This design comes from an exercise in tuning for small area on the open sky130 flow, not from production work. Only simulation tests tie the RTL to the original design; equivalence was not proved.

==> flow/design.v, too long to show whole: its modules and the start of the top module <==
// module cordic_sin_cos: 875 lines
module cordic_sin_cos (
    input clk, input rst_n,
    input signed [31:0] angle, input pre_vaild,
    output signed [31:0] sin, output signed [31:0] cos, output post_vaild);
  // ...
==> flow/run.sh <==
#!/bin/bash
# synth_recipe.tcl (not shown) runs the flow's synth.tcl, then flattens the netlist and writes it again
# the make line also repeats each setting of config.mk as NAME=value (left out here)
make -C /OpenROAD-flow-scripts/flow DESIGN_CONFIG=/design/flow/config.mk WORK_HOME=/design/flow/orfs CLKGATE_MAP_FILE= SYNTH_SCRIPT=/design/flow/synth_recipe.tcl finish
==> flow/config.mk <==
export PLATFORM = sky130hd
export DESIGN_NAME = cordic_sin_cos
export DESIGN_NICKNAME = cordic_sin_cos
export VERILOG_FILES = /design/flow/design.v
export SDC_FILE = /design/flow/constraint.sdc
export NUM_CORES = 4
export LEC_CHECK = 0
export CAP_MARGIN = 20
export CORE_MARGIN = 2
export CORE_UTILIZATION = 40
export SLEW_MARGIN = 20
==> flow/constraint.sdc <==
create_clock -name core_clock -period 6.0 [get_ports {clk}]
set_input_delay 1.2000 -clock core_clock [delete_from_list [all_inputs] [get_ports {clk}]]
set_output_delay 1.2000 -clock core_clock [all_outputs]
set_load 0.01 [all_outputs]
==> impl_metrics.py, run 1 <==
metrics = {
    "layout": {
        "clk_share_pct": 4.35,
        "mostFrequentLayoutCells": "sky130_fd_sc_hd__xnor2_1, sky130_fd_sc_hd__dfxtp_1, sky130_fd_sc_hd__ha_1, sky130_fd_sc_hd__nor2_1, sky130_fd_sc_hd__nand2_1",
        "non_clock_buffer_count": 168,
        "cell_kind_with_the_greatest_summed_area": "multi-input combinational cells",
        "signal_buffer_area_fraction_pct": 4.89,
    },
    "route": {
        "detail_route.wl_per_cell_microns": 14.9,
        "dr.max_layer_used": "met5",
        "route.layer.met1.wl_microns": 29500,
        "routed_wirelength_microns": 65100,
    },
    "clock_network": {
        "cts.hold.buffers_added": 0,
        "number_of_resized_instances_in_the_post_cts_repair_step": 1,
        "worstSkewPairLatency_ps": 570,
    },
    "grt": {
        "grt_antenna_before_repair": 1,
        "global_route.usage.total_pct": 18.0,
        "gr-usage-met3_pct": 2.64,
    },
    "run": {
        "cap_viol_max_count": 0,
    },
    "setup_path": {
        "r2r.worst_path.cells": 21,
        "worst-path-buf-inv": 2,
        "end_kind": "flop",
    },
    "sta": {
        "timing.final.ws_setup_ps": 382,
        "fin_tns_setup_ps": 0,
        "report.final.slew_viol_count": 0,
    },
    "die": {
        "die_height_microns": 268,
    },
    "placement": {
        "numPortBuffers": 92,
        "postPlaceCellArea_sq_um": 29800,
    },
    "synth": {
        "post-synth-top-area-cell": "sky130_fd_sc_hd__dfxtp_1",
        "synth-adder-area-share_pct": 13.1,
        "synth_async_sr_flop_share_pct": 2.43,
    },
    "status": {
        "status": "finished clean",
    },
}
==> run 2, diff against run 1 <==
--- a/flow/config.mk
+++ b/flow/config.mk
@@ -8,4 +8,6 @@
 export CAP_MARGIN = 20
 export CORE_MARGIN = 2
 export CORE_UTILIZATION = 40
+export CTS_BUF_LIST = sky130_fd_sc_hd__clkbuf_4
+export CTS_CLUSTER_SIZE = 20
 export SLEW_MARGIN = 20
==> run 2 against run 1 <==
Effect of this change:
- still clean on timing, DRC and antenna
- cell area decreased by 1.2%
- flip-flop and latch count stayed put
- register-to-register slack is essentially flat
- worst hold slack worse by 24 ps
- via count rose by 1.7%
- non-clock buffer count stayed put
- critical endpoint is now cos[31]
- largest cell class unchanged
==> impl_metrics.py, run 2 <==
metrics = {
    "setup_path": {
        "worst_path_required_time_ps": 4800,
        "critical_path.most_common_cell": "sky130_fd_sc_hd__ha_1",
        "worst-path-buf-inv": 6,
        "path_max_fanout": 12,
        "critical-path-max-stage-delay_ps": 560,
        "cpMaxStageDelayCell": "sky130_fd_sc_hd__or4_4",
        "crit_path_start": "y15_q8[15]$_DFF_P_",
        "cp_top_family": "simple AND/OR/NAND/NOR gates",
        "end_kind": "output pin",
        "data_arrival_time_of_the_critical_path_ps": 4490,
        "critical_path_cell_sequence": "inv_1 -> ha_1 -> inv_1 -> ha_1 -> inv_1 -> ha_1 -> nand2_1 -> o21ai_0 -> buf_4 -> ha_1 -> or4_4 -> a31oi_4 -> a21oi_2 -> nand2b_1 -> nand3_1 -> o41ai_2 -> xor2_1 -> buf_4 -> clkbuf_2",
        "worstReg2RegStart": "x9_q5[9]$_DFF_P_",
        "critPathKind": "flop to output pin",
        "worstSetupStartpointType": "flop",
    },
    "worst_hold_path": {
        "hold_path.startpoint": "d8_q3$_DFF_P_",
        "path_class_of_the_lowest_slack_min_delay_path": "flop to flop",
    },
    "synth": {
        "syn_avg_cell_area_sq_um": 8.31,
        "synth_async_sr_flop_share_pct": 2.43,
        "mappedNetlistArea_sq_um": 27800,
        "synth_commonest_cells": "sky130_fd_sc_hd__xnor2_1, sky130_fd_sc_hd__dfxtp_1, sky130_fd_sc_hd__ha_1, sky130_fd_sc_hd__nor2_1",
        "yosysWarnings": 1,
        "area_share_of_the_largest_cell_type_after_synthesis_pct": 23.1,
        "ys_ff_latch": 329,
        "synthesis.instances": 3347,
        "syn_nets": 3651,
        "synth-main-ff-cell": "sky130_fd_sc_hd__dfxtp_1",
        "count_of_different_cell_masters_after_synthesis": 110,
        "post-synth-top-area-cell": "sky130_fd_sc_hd__dfxtp_1",
        "post_synth_main_area_contributors": "sky130_fd_sc_hd__dfxtp_1, sky130_fd_sc_hd__xnor2_1, sky130_fd_sc_hd__ha_1",
        "yosysMostFrequentCell": "sky130_fd_sc_hd__xnor2_1",
        "number_of_enable_type_register_cells_in_the_synthesized_netlist": 0,
        "synth-seq-area-share_pct": 23.8,
    },
    "clock_network": {
        "max-clock-path-buffers": 3,
        "cts_buffers": 88,
        "cts.htree.levels": 3,
        "clk_root_buffer_cell": "sky130_fd_sc_hd__clkbuf_4",
        "worst_setup_hold_path_clk_slew_ps": 70,
        "cts_tree": "done",
        "cts_sinks": 329,
        "worstSkewPairLatency_ps": 870,
    },
    "route": {
        "detail_route.vias_per_cell": 5.26,
        "detailroute.via_count": 23374,
        "drc_errors": 0,
        "drtPass1Iterations": 5,
        "routed_wirelength_microns": 65600,
        "postRouteAntennaNets": 0,
        "detail_route.wl_per_cell_microns": 14.8,
        "drtIter0Drc": 1279,
    },
    "layout": {
        "regArea_sq_um": 6630,
        "area_growth_syn_to_layout_pct": 11.3,
        "area_used_by_multi_input_combinational_logic_sq_um": 19900,
        "ratio_of_cells_with_drive_above_1_in_the_final_layout_pct": 9.29,
        "layout.nets": 3754,
        "most_common_cell_after_layout_fill_and_taps_aside": "sky130_fd_sc_hd__xnor2_1",
        "fillers": 6934,
        "mostFrequentLayoutCells": "sky130_fd_sc_hd__xnor2_1, sky130_fd_sc_hd__dfxtp_1, sky130_fd_sc_hd__ha_1, sky130_fd_sc_hd__nor2_1, sky130_fd_sc_hd__nand2_1",
    },
    "placement": {
        "place_congestion": 0.915,
        "numPortBuffers": 92,
        "pre_cts_ws_ps": 185,
        "hpwl_microns": 51200,
    },
    "sta": {
        "fin_tns_setup_ps": 0,
        "report.final.slew_viol_count": 0,
        "worst_skew_ps": 70.5,
        "timing.final.ws_setup_ps": 311,
        "layout_worst_path_cycle_share_pct": 94.8,
        "timing.final.setup_violations": 0,
        "max_slew.worst_pin.slew_ps": 875,
        "timing.final.crit_period_ps": 5690,
        "timing.final.hold_violations": 0,
        "achievable-frequency_mhz": 176,
        "slew_headroom_pct": 41.2,
    },
    "die": {
        "core_sq_um": 68700,
        "die_height_microns": 268,
        "fp.dieArea_sq_um": 71700,
        "dieWidth_microns": 268,
        "io-pin-count": 100,
        "initial_core_utilization_pct": 40.5,
        "row_count": 96,
    },
    "grt": {
        "globalRoute.totalOverflow": 0,
        "grt_start_max_net_pins": 36,
        "grt_antenna_before_repair": 4,
        "global_route.usage.total_pct": 18.2,
        "first_pass_grt_wire_length_microns": 108000,
        "grt_pass1_vias": 21978,
    },
    "status": {
        "status": "finished clean",
    },
    "run": {
        "cap_viol_max_count": 0,
    },
}
==> run 2: what timing repair did <==
action	in CTS	in global routing
buffers inserted	0	2
endpoints found under the setup margin	17	22
gates resized for setup	22	53
cloned	0	1
hold buffers	0	0
pin swaps	0	8
==> run 2: cell families (layout without fill, tap and decap cells) <==
logic type / after synthesis / count (layout) / synth area share [%]
and+or+nand+nor: 905 / 905 / 16.4
DFF: 329 / 329 / 23.8
xor gates and xnor gates: 635 / 635 / 20.2
adders and majority gates: 270 / 270 / 13.1
muxes: 47 / 47 / 1.71
buffers and inverters: 353 / 514 / 5.21
AOI/OAI and AO/OA: 808 / 808 / 19.5
other: 0 / 5 / 0
==> run 2: worst register-to-register path: cells and delay by family, from the launching register on <==
family	cells	cell delay [ps]
simple gates	5	1460
fa+ha+maj	4	1380
buf+inv	2	90
flops	1	410
compound gates	9	1830
xor+xnor	1	340
==> run 2: metal layers <==
metal	vias to the layer above	part of all wire, %	track usage [%]
met5	-	0.041	0
met4	4	3.4	7.17
met3	151	3.8	3.26
met2	437	47	31.2
met1	10754	45	22.7
li1	12028	-	-
==> run 2: path summary, 6_finish.rpt <==
check | depth (start not counted) | slack [ps] | to
worst min-delay path | 0 | 300 | d8_q4$_DFF_P_
worst min register to register | 0 | 300 | d8_q4$_DFF_P_
worst max register to register | 21 | 390 | x11_q6[16]$_DFF_P_
worst max-delay path | 19 | 310 | cos[31]
max in group asynchronous | 1 | 5100 | vr[4]$_DFF_PN0_
min in group asynchronous | 1 | 650 | vr[7]$_DFF_PN0_
==> run 2: area by class of cell <==
class,count,area share (%)
antenna,5,0.0404
clock buffer,119,2.89
clock inverter,29,0.570
inverter,198,2.40
multi-input combinational,2665,64.3
sequential,329,21.4
tap,931,3.76
timing repair buffer,168,4.59
==> run 2: stage by stage <==
step,util [%],area (sq um),hold WS [ps],instances
3_3_place_gp,43.4,29800,311,4287
4_1_cts,45.0,30900,309,4435
3_5_place_dp,43.4,29800,312,4287
6_report,45.1,31000,299,4444
5_1_grt,45.1,31000,298,4444
2_1_floorplan,-,27800,310,3347

[separate check: timing with driven ports]
How much do the figures lean on ideal ports? The routed layouts below were timed once more, with nothing changed but the port constraints. Step 1 (the two cells are an assumption about what drives the block):
set clk [get_ports {clk}]
set_driving_cell -lib_cell sky130_fd_sc_hd__clkbuf_16 $clk
set_driving_cell -lib_cell sky130_fd_sc_hd__buf_2 [delete_from_list [all_inputs] $clk]
Step 2 also shifts input and output timing later by t, the mid clock arrival at the registers, as if the neighbouring blocks saw the same clock. Three values: ideal ports, drivers, drivers and shift; two values: the first two.
run | shift t [ns] | setup slack, ns | slew at the worst register clock pin (ns) | cell pins on the clock port's net
run 1 | 0.621 | 0.382 / 0.357 / 0.382 | 0.06 / 0.06 | 1
run 2 | 0.899 | 0.311 / 0.251 / 0.386 | 0.08 / 0.08 | 1
After both steps setup and hold are still met in every run listed.
